From an optimization exercise on the open Yosys and OpenROAD flow, aimed at small area and a short achievable clock period; shortcuts taken in it are not production practice. Function was checked by simulation only, so behaviour that the tests miss may differ from the original. No activity file was given, so power comes from the tool's default toggle rates.

==> flow/design.v (outline; a module is shown in full before it is edited, if it fits) <==
// module divmodder: 2500 lines
module divmodder #(parameter WIDTH = 32, parameter LATENCY = 4) (
  input clock, input reset,
  input [WIDTH-1:0] in1, input [WIDTH-1:0] in2,
  output [WIDTH-1:0] div, output [WIDTH-1:0] mod);
  // ...
==> flow/flow/run.sh <==
#!/bin/bash
# The standard layout, with plain buf_1 cells as the port buffers
# (instead of the default delay-buffer cells), and timing repair asked
# to leave a setup margin, so that it speeds up the critical paths.
set -euo pipefail
bash standard.sh "BUFFER_PORTS_ARGS=-buffer_cell sky130_fd_sc_hd__buf_1" "SETUP_SLACK_MARGIN=67" finish > standard.log 2>&1
==> flow/standard.sh <==
#!/bin/bash
# synth_recipe.tcl (not shown) runs the flow's synth.tcl, then flattens the netlist and writes it again
# the make line also repeats each setting of config.mk as NAME=value (left out here)
make -C /OpenROAD-flow-scripts/flow DESIGN_CONFIG=/design/flow/config.mk WORK_HOME=/design/flow/orfs CLKGATE_MAP_FILE= SYNTH_SCRIPT=/design/flow/synth_recipe.tcl "${@:-finish}"
==> flow/config.mk <==
export PLATFORM = sky130hd
export DESIGN_NAME = divmodder
export DESIGN_NICKNAME = divmodder
export VERILOG_FILES = /design/flow/design.v
export SDC_FILE = /design/flow/constraint.sdc
export NUM_CORES = 4
export LEC_CHECK = 0
export ABC_AREA = 1
export CAP_MARGIN = 20
export CORE_MARGIN = 2
export CORE_UTILIZATION = 40
export SLEW_MARGIN = 20
==> flow/constraint.sdc <==
create_clock -name core_clock -period 85.0 [get_ports {clock}]
set_input_delay 17.0000 -clock core_clock [delete_from_list [all_inputs] [get_ports {clock}]]
set_output_delay 17.0000 -clock core_clock [all_outputs]
set_load 0.01 [all_outputs]
==> flow_metrics.py, run 1 <==
metrics = {
    "run_status": {
        "status": "finished clean",
    },
    "setup_path": {
        "reg2regPathDepth": 136,
        "critPathLaunchType": "flip-flop",
        "cp.arrival_ns": 19.82,
        "crit_top_cell": "buf_4",
        "cp_max_fo": 8,
        "cp_top_family": "simple AND/OR/NAND/NOR gates",
        "endpoint": "s2_r[8]$_DFF_P_",
        "worst_r2r_endpoint": "s2_r[8]$_DFF_P_",
    },
    "pwr": {
        "seqPwrFrac": 0.253,
        "total_leakage_power_uw": 0.0245,
        "powerClk_uw": 180,
        "powerDensity_mw_per_mm2": 14.7,
    },
    "logic_synthesis": {
        "synthTopCellsByCount": "nand2_1 (1286), inv_1 (640), nand3_1 (511)",
        "synth_mux_area_frac": 0.0103,
        "syn_area_per_cell_sq_um": 7.06,
        "synth_top_family_by_area": "simple AND/OR/NAND/NOR gates",
        "synth_edf_count": 0,
    },
    "sta": {
        "finalSetupViolCount": 0,
        "rsz0062_at_grt": "true",
        "maxSlewViolCount": 0,
        "period_needed_ns": 19.23,
        "setup_ws_ns": 65.77,
    },
    "clock_network": {
        "cts-root-buf": "clkbuf_16",
        "tritoncts": "done",
        "htreeDepth": 2,
    },
    "global_routing": {
        "antenna_found_initial": 2,
        "busiest_layer": "met2",
        "grt_pass1_vias": 33400,
    },
    "routing": {
        "wl_met1_um": 51400,
        "avgRoutedWirePerCell_um": 17.0,
        "finalWirelength_um": 118000,
    },
    "placement": {
        "gp_congestion": 0.887,
        "io_buffers": 128,
        "place_area_sq_mm": 0.0377,
    },
    "final_layout": {
        "finalNetCount": 6410,
    },
    "floorplan": {
        "start_util": 0.405,
        "die_w_um": 304,
    },
    "flow_run": {
        "maxCapViolCount": 0,
    },
}
==> inputs of run 2 (changes only) <==
--- a/flow/flow/run.sh
+++ b/flow/flow/run.sh
@@ -5,2 +5,2 @@
 set -euo pipefail
-bash standard.sh "BUFFER_PORTS_ARGS=-buffer_cell sky130_fd_sc_hd__buf_1" "SETUP_SLACK_MARGIN=67" finish > standard.log 2>&1
+bash standard.sh "BUFFER_PORTS_ARGS=-buffer_cell sky130_fd_sc_hd__buf_1" "SETUP_SLACK_MARGIN=66" finish > standard.log 2>&1
--- a/flow/config.mk
+++ b/flow/config.mk
@@ -10,3 +10,3 @@
 export CORE_MARGIN = 2
-export CORE_UTILIZATION = 40
+export CORE_UTILIZATION = 55
 export SLEW_MARGIN = 20
==> run 2 against run 1 <==
Still clean on timing, DRC and antenna. Non-clock buffer count fell by 225. Global-route usage up 6.9 points. Clock skew decreased by 0.010 ns. Combinational power fell by about 20%. Routed wire length down 8.8%. Power decreased by 11%. First-iteration DRC count down 8.5%. Count of clock-buffer cells in the layout fell by 2. Register-to-register slack improved by 0.46 ns. Die area is 27% lower. Synthesized cell count stayed put. Via count down 4.7%. Critical path type is now flip-flop to primary output. Critical endpoint is now mod[24].
==> flow_metrics.py, run 2 <==
metrics = {
    "setup_path": {
        "cp.arrival_ns": 1.82,
        "reg2regPathDepth": 127,
        "reg2reg_from": "s1_a[29]$_DFF_P_",
        "critPathLaunch": "s4_q[0]$_DFF_P_",
        "cp-end-kind": "primary output",
        "cp_max_fo": 20,
        "path_cells": "buf_6 -> mux2_2 -> buf_1",
        "cpMaxStageDelayCell": "dfxtp_4",
        "timing_worst_setup_path_type": "flip-flop to primary output",
        "cp.depth": 3,
        "critPathLaunchType": "flip-flop",
        "endpoint": "mod[24]",
        "slowest_delay_ns": 0.46,
        "rrSetupSlack_ns": 66.23,
        "cp.required_ns": 68.00,
        "cp_num_buf_inv": 2,
        "worst_r2r_endpoint": "s2_r[8]$_DFF_P_",
        "cp_top_family": "flip-flops",
    },
    "sta": {
        "setup_tns_ns": 0,
        "period_needed_ns": 18.82,
        "rsz0062_at_grt": "true",
        "max_freq_mhz": 53.1,
        "timing.slew.headroom": 0.427,
        "maxSlewViolCount": 0,
        "worst_pin_slew_ns": 0.852,
        "period_share": 0.221,
        "finalSetupViolCount": 0,
        "skew_ns": 0.0211,
        "hold_viol": 0,
    },
    "logic_synthesis": {
        "synth.area.top_cells": "dfxtp_1 (18%), ha_1 (17%), nand2_1 (13%)",
        "yosys.area.top_type": "dfxtp_1",
        "synth.most_common_cell": "nand2_1",
        "synthArstFlopShare": 0,
        "synthTopCellsByCount": "nand2_1 (1286), inv_1 (640), nand3_1 (511)",
        "synth_seq_cells": 327,
        "yosys_most_used_dff": "dfxtp_1",
        "synth.distinct_cells": 70,
        "synthCells": 5083,
        "yosysWarnings": 1,
        "syn_area_per_cell_sq_um": 7.06,
        "synth_nets": 5770,
        "seq_area_frac_synth": 0.182,
        "synth_edf_count": 0,
        "synth_area_sq_mm": 0.0359,
        "synth_top_area_frac": 0.182,
    },
    "clock_network": {
        "clk_path_buf_depth": 3,
        "cts-root-buf": "clkbuf_16",
        "htreeDepth": 2,
        "tritoncts": "done",
        "cts.sinks": 327,
        "holdBufCountCts": 0,
        "clk_latency_ns": 0.59,
        "clkTransAtPathRegs_ns": 0.07,
        "numCtsBuffers": 39,
    },
    "global_routing": {
        "antenna_found_initial": 7,
        "grt_pass1_vias": 31400,
        "grt_usage": 0.300,
        "overflow": 0,
        "grt_first_pass_wirelength_um": 162000,
        "grt_max_degree": 42,
    },
    "floorplan": {
        "die_h_um": 260,
        "row_count": 93,
        "start_util": 0.557,
        "ios": 130,
        "die_w_um": 260,
        "die_area_sq_mm": 0.0673,
        "core_area_sq_mm": 0.0645,
    },
    "placement": {
        "io_buffers": 128,
        "place_hpwl_um": 76300,
        "place_area_sq_mm": 0.0371,
        "gp_congestion": 0.886,
    },
    "routing": {
        "drtAntennaViolNets": 0,
        "drt_iter0_drc": 2077,
        "dr.pass1.iters": 5,
        "vias": 34400,
        "finalWirelength_um": 107000,
        "viasPerCell": 5.40,
        "avgRoutedWirePerCell_um": 16.8,
        "drcViolationCount": 0,
    },
    "final_layout": {
        "drive_gt1_frac": 0.220,
        "finalNetCount": 6175,
        "final_cell_area_sq_mm": 0.0442,
        "final_cell_mix": "nand2_1 (1189), inv_1 (586), nand3_1 (476)",
        "syn_to_final_growth_pct": 23.0,
        "layout_commonest_cell": "nand2_1",
    },
    "pwr": {
        "finalPower_uw": 647,
        "total_leakage_power_uw": 0.0222,
        "powerDensity_mw_per_mm2": 14.7,
        "peakVddDrop_mv": 0.0187,
    },
    "worst_hold_path": {
        "hp-class": "flip-flop to flip-flop",
    },
    "run_status": {
        "status": "finished clean",
    },
    "flow_run": {
        "maxCapViolCount": 0,
    },
}
-- run 2: changes by cell type in the layout (fill, tap and decap cells not counted), moves of 37 or more --
cell     before   now
a21oi_1     165   202
buf_1        59   128
buf_4       423   235
buf_6        98    29
ha_1        383   441
ha_4        103    50
inv_1       549   586
inv_2        93    55
nand2_1    1094  1189
nand2_2     203   134
-- run 2: worst min path at each step --
stage / from / endpoint / slack, ns / cells past startpoint
after detailed placement: s2_a[2]$_DFF_P_ / s3_a[2]$_DFF_P_ / 0.31 / 0
final: s3_q[16]$_DFF_P_ / s4_q[25]$_DFF_P_ / 0.32 / 0
after CTS: s3_q[16]$_DFF_P_ / s4_q[25]$_DFF_P_ / 0.32 / 0
after floorplan: s1_a[0]$_DFF_P_ / s2_a[0]$_DFF_P_ / 0.31 / 0
after global placement: s3_q[2]$_DFF_P_ / s4_q[11]$_DFF_P_ / 0.31 / 0
after global routing: s3_q[1]$_DFF_P_ / s4_q[10]$_DFF_P_ / 0.32 / 0
-- run 2: final cells by class --
class | instances | area (sq um)
Inverter | 671 | 2670
Multi-Input combinational cell | 4003 | 28800
Sequential cell | 327 | 6640
Timing Repair inverter | 3 | 21.3
Antenna cell | 1 | 2.50
Clock buffer | 48 | 1080
Fill cell | 5668 | 20300
Timing Repair Buffer | 443 | 3660
Tap cell | 855 | 1070
Clock inverter | 20 | 211
-- run 2: report_power, final --
| group | internal [uW] | switching (uW) | total, uW |
|---|---|---|---|
| sequential | 172 | 12.4 | 184 |
| combinational | 124 | 169 | 293 |
| clock | 99.7 | 70.1 | 170 |
-- run 2: layer usage --
layer,track usage,vias to the layer above,routed length (um)
met5,0,-,0
met4,0.0771,0,2800
met3,0.0385,204,6130
met2,0.515,814,51300
met1,0.397,16000,47100
li1,-,17400,-
-- run 2: through the flow --
stage,hold slack (ns),cells,setup slack (ns),util
4_1_cts,0.322,6177,65.08,0.625
5_1_grt,0.324,6370,65.35,0.685
3_3_place_gp,0.310,6004,61.55,0.576
3_5_place_dp,0.312,6004,61.53,0.576
6_report,0.319,6371,66.18,0.685
2_1_floorplan,0.310,5083,66.10,-
-- run 2: kinds of logic (layout without fill, tap and decap cells) --
group           Yosys count  in the layout  share of synthesized area
buf+inv                 764           1185                     0.0861
compound gates          595            596                     0.0994
xor+xnor                265            265                     0.0646
flops                   327            327                      0.182
mux                      33             33                     0.0103
fa+ha+maj               621            621                      0.243
simple gates           2478           2488                      0.314
other cells               0              1                          0
-- run 2: repair_timing --
action | in CTS | in global routing
cloned | 22 | 16
setup buffers | 83 | 177
resized for setup | 226 | 529
endpoints found under the setup margin | 126 | 74
pin swaps | 42 | 192
==> inputs of run 3 (changes only) <==
--- a/flow/flow/run.sh
+++ b/flow/flow/run.sh
@@ -5,2 +5,2 @@
 set -euo pipefail
-bash standard.sh "BUFFER_PORTS_ARGS=-buffer_cell sky130_fd_sc_hd__buf_1" "SETUP_SLACK_MARGIN=66" finish > standard.log 2>&1
+bash standard.sh "BUFFER_PORTS_ARGS=-buffer_cell sky130_fd_sc_hd__buf_1" "SETUP_SLACK_MARGIN=64.5" finish > standard.log 2>&1
--- a/flow/config.mk
+++ b/flow/config.mk
@@ -10,3 +10,3 @@
 export CORE_MARGIN = 2
-export CORE_UTILIZATION = 55
+export CORE_UTILIZATION = 70
 export SLEW_MARGIN = 20
==> run 3 against run 2 <==
Still clean. Sequential share of layout area up 1.1 points. Core utilization rose by 11 points. Area after synthesis stayed put. First-iteration DRC count grew 14%. Clock skew up 0.0058 ns. Combinational power shrank 6%. Non-clock buffer count decreased by 141. Largest power group unchanged.
==> flow_metrics.py, run 3 <==
metrics = {
    "clock_network": {
        "clk_latency_ns": 0.58,
        "clkTransAtPathRegs_ns": 0.06,
        "numCtsBuffers": 37,
        "cts-root-buf": "clkbuf_16",
        "holdBufCountCts": 0,
        "cts.sinks": 327,
        "htreeDepth": 2,
        "tritoncts": "done",
        "clk_path_buf_depth": 3,
    },
    "setup_path": {
        "critPathLaunchType": "flip-flop",
        "critPathLaunch": "s1_a[29]$_DFF_P_",
        "cp.arrival_ns": 20.19,
        "crit_top_cell": "inv_1",
        "reg2reg_from": "s1_a[29]$_DFF_P_",
        "endpoint": "s2_r[13]$_DFF_P_",
        "reg2regPathDepth": 127,
        "cp_max_fo": 9,
        "cp.required_ns": 85.52,
        "worst_r2r_endpoint": "s2_r[13]$_DFF_P_",
        "timing_worst_setup_path_type": "flip-flop to flip-flop",
        "cpMaxStageDelayCell": "fa_1",
        "slowest_delay_ns": 0.42,
        "rrSetupSlack_ns": 65.33,
        "cp-end-kind": "flip-flop",
    },
    "routing": {
        "drtAntennaViolNets": 0,
        "drt_iter0_drc": 2373,
        "avgRoutedWirePerCell_um": 16.6,
        "finalWirelength_um": 101000,
        "vias": 34600,
        "viasPerCell": 5.71,
        "drcViolationCount": 0,
        "dr.pass1.iters": 6,
    },
    "placement": {
        "gp_congestion": 0.956,
        "io_buffers": 128,
        "place_hpwl_um": 72300,
    },
    "logic_synthesis": {
        "synthArstFlopShare": 0,
        "yosys.area.top_type": "dfxtp_1",
        "synthTopCellsByCount": "nand2_1 (1286), inv_1 (640), nand3_1 (511)",
        "syn_area_per_cell_sq_um": 7.06,
        "yosys_most_used_dff": "dfxtp_1",
        "synth.area.top_cells": "dfxtp_1 (18%), ha_1 (17%), nand2_1 (13%)",
        "synth_edf_count": 0,
        "synth_nets": 5770,
        "synth_seq_cells": 327,
        "synth_area_sq_mm": 0.0359,
        "seq_area_frac_synth": 0.182,
        "synth.distinct_cells": 70,
        "synth.most_common_cell": "nand2_1",
        "synth_top_area_frac": 0.182,
        "synthCells": 5083,
        "yosysWarnings": 1,
    },
    "floorplan": {
        "core_area_sq_mm": 0.0510,
        "start_util": 0.704,
        "ios": 130,
        "row_count": 83,
        "die_h_um": 230,
        "die_area_sq_mm": 0.0531,
        "die_w_um": 230,
    },
    "sta": {
        "period_share": 0.231,
        "rsz0062_at_grt": "false",
        "finalSetupViolCount": 0,
        "timing.slew.headroom": 0.282,
        "max_freq_mhz": 50.8,
        "setup_tns_ns": 0,
        "hold_viol": 0,
        "worst_pin_slew_ns": 1.07,
        "period_needed_ns": 19.67,
        "maxSlewViolCount": 0,
        "skew_ns": 0.0269,
    },
    "global_routing": {
        "overflow": 0,
        "antenna_found_initial": 7,
        "grt_max_degree": 69,
        "grt_pass1_vias": 31600,
        "grt_usage": 0.354,
        "grt_first_pass_wirelength_um": 154000,
    },
    "pwr": {
        "finalPower_uw": 623,
        "powerDensity_mw_per_mm2": 15.3,
        "peakVddDrop_mv": 0.0160,
        "total_leakage_power_uw": 0.0211,
    },
    "final_layout": {
        "final_util": 0.800,
        "layout_commonest_cell": "nand2_1",
        "drive_gt1_frac": 0.142,
        "syn_to_final_growth_pct": 13.6,
        "final_cell_mix": "nand2_1 (1257), inv_1 (624), nand3_1 (503)",
        "finalNetCount": 6033,
        "nFillCells": 3748,
    },
    "worst_hold_path": {
        "hp-class": "flip-flop to flip-flop",
    },
    "flow_run": {
        "maxCapViolCount": 0,
    },
    "run_status": {
        "status": "finished clean",
    },
}
## run 3: logic make-up (layout without fill, tap and decap cells)
group / after synthesis / in the layout / synth area share
simple gates: 2478 / 2487 / 0.314
compound gates: 595 / 596 / 0.0994
xor+xnor: 265 / 265 / 0.0646
mux: 33 / 33 / 0.0103
other cells: 0 / 2 / 0
fa+ha+maj: 621 / 621 / 0.243
flops: 327 / 327 / 0.182
buf+inv: 764 / 1045 / 0.0861
## run 3: worst min-delay path by stage
stage	startpoint	end	slack, ns	cells after the start
floorplan	s1_a[0]$_DFF_P_	s2_a[0]$_DFF_P_	0.31	0
global placement	s1_a[7]$_DFF_P_	s2_a[7]$_DFF_P_	0.31	0
detailed placement	s1_a[8]$_DFF_P_	s2_a[8]$_DFF_P_	0.31	0
CTS	s3_q[2]$_DFF_P_	s4_q[11]$_DFF_P_	0.33	0
global route	s3_q[17]$_DFF_P_	s4_q[26]$_DFF_P_	0.33	0
finish	s3_q[17]$_DFF_P_	s4_q[26]$_DFF_P_	0.32	0
## run 3: timing repair
item / CTS / global route
gates resized for setup: 81 / 226
endpoints found under the setup margin: 103 / 70
pin swaps: 9 / 65
gates cloned: 9 / 19
buffers inserted: 32 / 100
## run 3: worst max-delay path: cells and delay by family (launching register included)
family	cells	cell delay (ns)
AO/OA/AOI/OAI	20	3.17
AND/OR/NAND/NOR	66	8.64
flip-flops	1	0.31
buffers and inverters	23	2.34
adder cells (fa/ha/maj)	18	5.10
## run 3: where the power goes
part / switching [uW] / internal [uW]
logic: 162 / 112
registers: 12.8 / 172
clock network: 72.4 / 92.0
total: 247 / 376
## run 3: final cells by class
class                      count  area (sq um)  share of cell area
clock buffer                  44           992              0.0243
timing repair inverter         5          28.8            0.000706
tap                          680           851              0.0209
multi-input combinational   4002         27200               0.668
antenna                        2          5.00            0.000123
sequential                   327          6590               0.162
timing repair buffer         302          2220              0.0544
inverter                     671          2620              0.0641
clock inverter                23           250             0.00614
## run 3: per-stage QoR
stage | area (sq um) | hold slack, ns | instances | setup WS (ns)
floorplan | 35900 | 0.310 | 5083 | 66.10
CTS | 38800 | 0.325 | 5935 | 64.54
detailed placement | 36900 | 0.312 | 5827 | 61.67
global placement | 36900 | 0.310 | 5827 | 62.05
finish | 40800 | 0.322 | 6056 | 65.33
global route | 40800 | 0.327 | 6054 | 64.09
## run 3: per-layer routing
metal  vias to the layer above  global-route usage  wire length [um]
met5                         -                   0                 0
met4                         0               0.134              4000
met3                       298              0.0467              7070
met2                      1188               0.615             48200
met1                     15900               0.447             41400
li1                      17200                   -                 -
==> inputs of run 4 (changes only) <==
--- a/flow/config.mk
+++ b/flow/config.mk
@@ -10,3 +10,3 @@
 export CORE_MARGIN = 2
-export CORE_UTILIZATION = 70
+export CORE_UTILIZATION = 55
 export SLEW_MARGIN = 20
==> run 4 against run 3 <==
Die area is 27% higher. Sequential power is essentially flat. Cell area grew 0.71%. Largest power group unchanged. Count of clock-buffer cells in the layout is 4 higher. Register-to-register slack improved by 0.27 ns. Global-route usage shrank 6.6 points. Largest cell class unchanged. Setup slack better by 0.27 ns. Core utilization is 16 points lower. Via count is 3.5% lower. Routed wire length increased by 0.42%. Combinational power decreased by 2%.
==> flow_metrics.py, run 4 <==
metrics = {
    "clock_network": {
        "clk_path_buf_depth": 3,
        "numCtsBuffers": 39,
        "cts-root-buf": "clkbuf_16",
        "holdBufCountCts": 0,
        "tritoncts": "done",
        "clkTransAtPathRegs_ns": 0.06,
        "clk_latency_ns": 0.58,
        "htreeDepth": 2,
        "cts.sinks": 327,
    },
    "logic_synthesis": {
        "synth_edf_count": 0,
        "synth.area.top_cells": "dfxtp_1 (18%), ha_1 (17%), nand2_1 (13%)",
        "synthArstFlopShare": 0,
        "yosys_most_used_dff": "dfxtp_1",
        "yosys.area.top_type": "dfxtp_1",
        "synthTopCellsByCount": "nand2_1 (1286), inv_1 (640), nand3_1 (511)",
        "syn_area_per_cell_sq_um": 7.06,
        "synth_area_sq_mm": 0.0359,
        "synth_seq_cells": 327,
        "synth.most_common_cell": "nand2_1",
        "seq_area_frac_synth": 0.182,
        "synth_top_area_frac": 0.182,
        "synth.distinct_cells": 70,
        "synthCells": 5083,
        "synth_nets": 5770,
        "yosysWarnings": 1,
    },
    "setup_path": {
        "reg2reg_from": "s1_a[29]$_DFF_P_",
        "critPathLaunchType": "flip-flop",
        "cpMaxStageDelayCell": "fa_1",
        "cp.required_ns": 85.52,
        "worst_r2r_endpoint": "s2_r[8]$_DFF_P_",
        "rrSetupSlack_ns": 65.60,
        "cp-end-kind": "flip-flop",
        "endpoint": "s2_r[8]$_DFF_P_",
        "reg2regPathDepth": 125,
        "cp_max_fo": 9,
        "timing_worst_setup_path_type": "flip-flop to flip-flop",
        "cp.arrival_ns": 19.92,
        "critPathLaunch": "s1_a[29]$_DFF_P_",
        "slowest_delay_ns": 0.42,
    },
    "pwr": {
        "total_leakage_power_uw": 0.0212,
        "powerDensity_mw_per_mm2": 15.2,
        "peakVddDrop_mv": 0.0188,
    },
    "floorplan": {
        "die_area_sq_mm": 0.0673,
        "ios": 130,
        "start_util": 0.557,
        "die_w_um": 260,
        "die_h_um": 260,
        "core_area_sq_mm": 0.0645,
        "row_count": 93,
    },
    "routing": {
        "dr.pass1.iters": 6,
        "drtAntennaViolNets": 0,
        "viasPerCell": 5.36,
        "vias": 33400,
        "drt_iter0_drc": 1956,
        "finalWirelength_um": 101000,
        "drcViolationCount": 0,
        "avgRoutedWirePerCell_um": 16.2,
    },
    "global_routing": {
        "grt_first_pass_wirelength_um": 156000,
        "overflow": 0,
        "grt_pass1_vias": 30700,
        "antenna_found_initial": 7,
        "grt_max_degree": 69,
        "grt_usage": 0.288,
    },
    "sta": {
        "finalSetupViolCount": 0,
        "period_share": 0.228,
        "worst_pin_slew_ns": 0.976,
        "timing.slew.headroom": 0.343,
        "max_freq_mhz": 51.5,
        "rsz0062_at_grt": "true",
        "maxSlewViolCount": 0,
        "setup_ws_ns": 65.60,
        "period_needed_ns": 19.40,
        "skew_ns": 0.0209,
        "setup_tns_ns": 0,
        "hold_viol": 0,
    },
    "flow_run": {
        "maxCapViolCount": 0,
    },
    "final_layout": {
        "layout_commonest_cell": "nand2_1",
        "finalNetCount": 6037,
        "final_cell_mix": "nand2_1 (1257), inv_1 (624), nand3_1 (503)",
        "syn_to_final_growth_pct": 14.4,
        "drive_gt1_frac": 0.143,
    },
    "placement": {
        "gp_congestion": 0.886,
        "place_hpwl_um": 76300,
        "pre_cts_ws_ns": 61.53,
        "io_buffers": 128,
    },
    "worst_hold_path": {
        "hp-class": "flip-flop to flip-flop",
    },
    "run_status": {
        "status": "finished clean",
    },
}
## run 4: report_power, final
part / switching, uW / leakage (uW) / internal (uW) / total [uW]
combinational: 158 / 0.0178 / 110 / 269
clock: 69.9 / 0.000630 / 99.7 / 170
sequential: 12.6 / 0.00274 / 172 / 185
total: 241 / 0.0212 / 382 / 623
## run 4: area by class of cell
type / count / area, sq um
Multi-Input combinational cell: 4003 / 27200
Fill cell: 6101 / 23400
Sequential cell: 327 / 6600
Inverter: 671 / 2620
Timing Repair Buffer: 306 / 2240
Clock buffer: 48 / 1080
Tap cell: 855 / 1070
Clock inverter: 20 / 211
Timing Repair inverter: 2 / 15.0
Antenna cell: 1 / 2.50
## run 4: through the flow
stage	cell area [sq um]	utilization	hold slack, ns	power (uW)	std cells
after detailed placement	37100	0.576	0.312	441	6004
final	41100	0.637	0.322	623	6233
after global routing	41100	0.637	0.324	674	6232
after global placement	37100	0.576	0.310	437	6004
after floorplan	35900	-	0.310	383	5083
after CTS	39100	0.607	0.322	616	6120
## run 4: kinds of logic after synthesis
logic type	after synthesis	share of synthesized area
AO/OA/AOI/OAI	595	0.0994
XOR/XNOR	265	0.0646
adder cells (fa/ha/maj)	621	0.243
buffers and inverters	764	0.0861
flip-flops	327	0.182
multiplexers	33	0.0103
AND/OR/NAND/NOR	2478	0.314
## run 4: what timing repair did
| action | 4_1_cts | 5_1_grt |
|---|---|---|
| endpoints found under the setup margin | 76 | 69 |
| cloned | 6 | 19 |
| resized for setup | 88 | 222 |
| buffers inserted | 42 | 93 |
| pin swaps | 8 | 66 |
## run 4: critical path: cells and delay by family, from the launching register on
kind / cells / cell delay (ns)
AO/OA/AOI/OAI: 22 / 3.66
adder cells (fa/ha/maj): 18 / 4.84
buffers and inverters: 20 / 2.05
flip-flops: 1 / 0.31
AND/OR/NAND/NOR: 65 / 8.45
## run 4: metal layers
layer  part of all wire  GRT usage  wire length, um
met3              0.054     0.0323             5430
met4              0.025     0.0733             2490
met1               0.45      0.381            45200
met5                  0          0                0
met2               0.47      0.498            48000
## run 4: worst min path at each step
stage	start	slack [ns]	depth (start not counted)	endpoint
floorplan	s1_a[0]$_DFF_P_	0.31	0	s2_a[0]$_DFF_P_
global placement	s3_q[2]$_DFF_P_	0.31	0	s4_q[11]$_DFF_P_
global route	s3_q[1]$_DFF_P_	0.32	0	s4_q[10]$_DFF_P_
detailed placement	s2_a[2]$_DFF_P_	0.31	0	s3_a[2]$_DFF_P_
finish	s3_q[16]$_DFF_P_	0.32	0	s4_q[25]$_DFF_P_
CTS	s3_q[16]$_DFF_P_	0.32	0	s4_q[25]$_DFF_P_

-- afterwards: timing with drivers on the ports --
In the flow no input, the clock included, has a driving cell. The finished layouts below were timed again as built, in two steps. Step 1 sets driving cells, clkbuf_16 on the clock port and buf_2 on the other inputs (assumed; they add their load-dependent delay and slew). Step 2 adds t to the input delays and takes it off the output delays; t is the mean of the earliest and latest rising clock arrival at the registers after step 1. Input paths then give back, and output paths get back, about the clock's delay inside the block. a / b / c = ideal ports / drivers / drivers and shift; a / b = the first two.
run	t, ns	setup slack, ns	worst slew at a driven data input, ns
run 1	0.695	65.770 / 65.770 / 65.702	0.06
run 2	0.639	66.177 / 66.111 / 65.671	0.06
run 3	0.631	65.329 / 65.329 / 65.329	0.05
run 4	0.635	65.600 / 65.600 / 65.259	0.06
After both steps setup and hold are still met in every run listed. For run 2, which loses most, drivers alone change the setup slack by -0.066 ns; drivers and shift together by -0.506 ns.
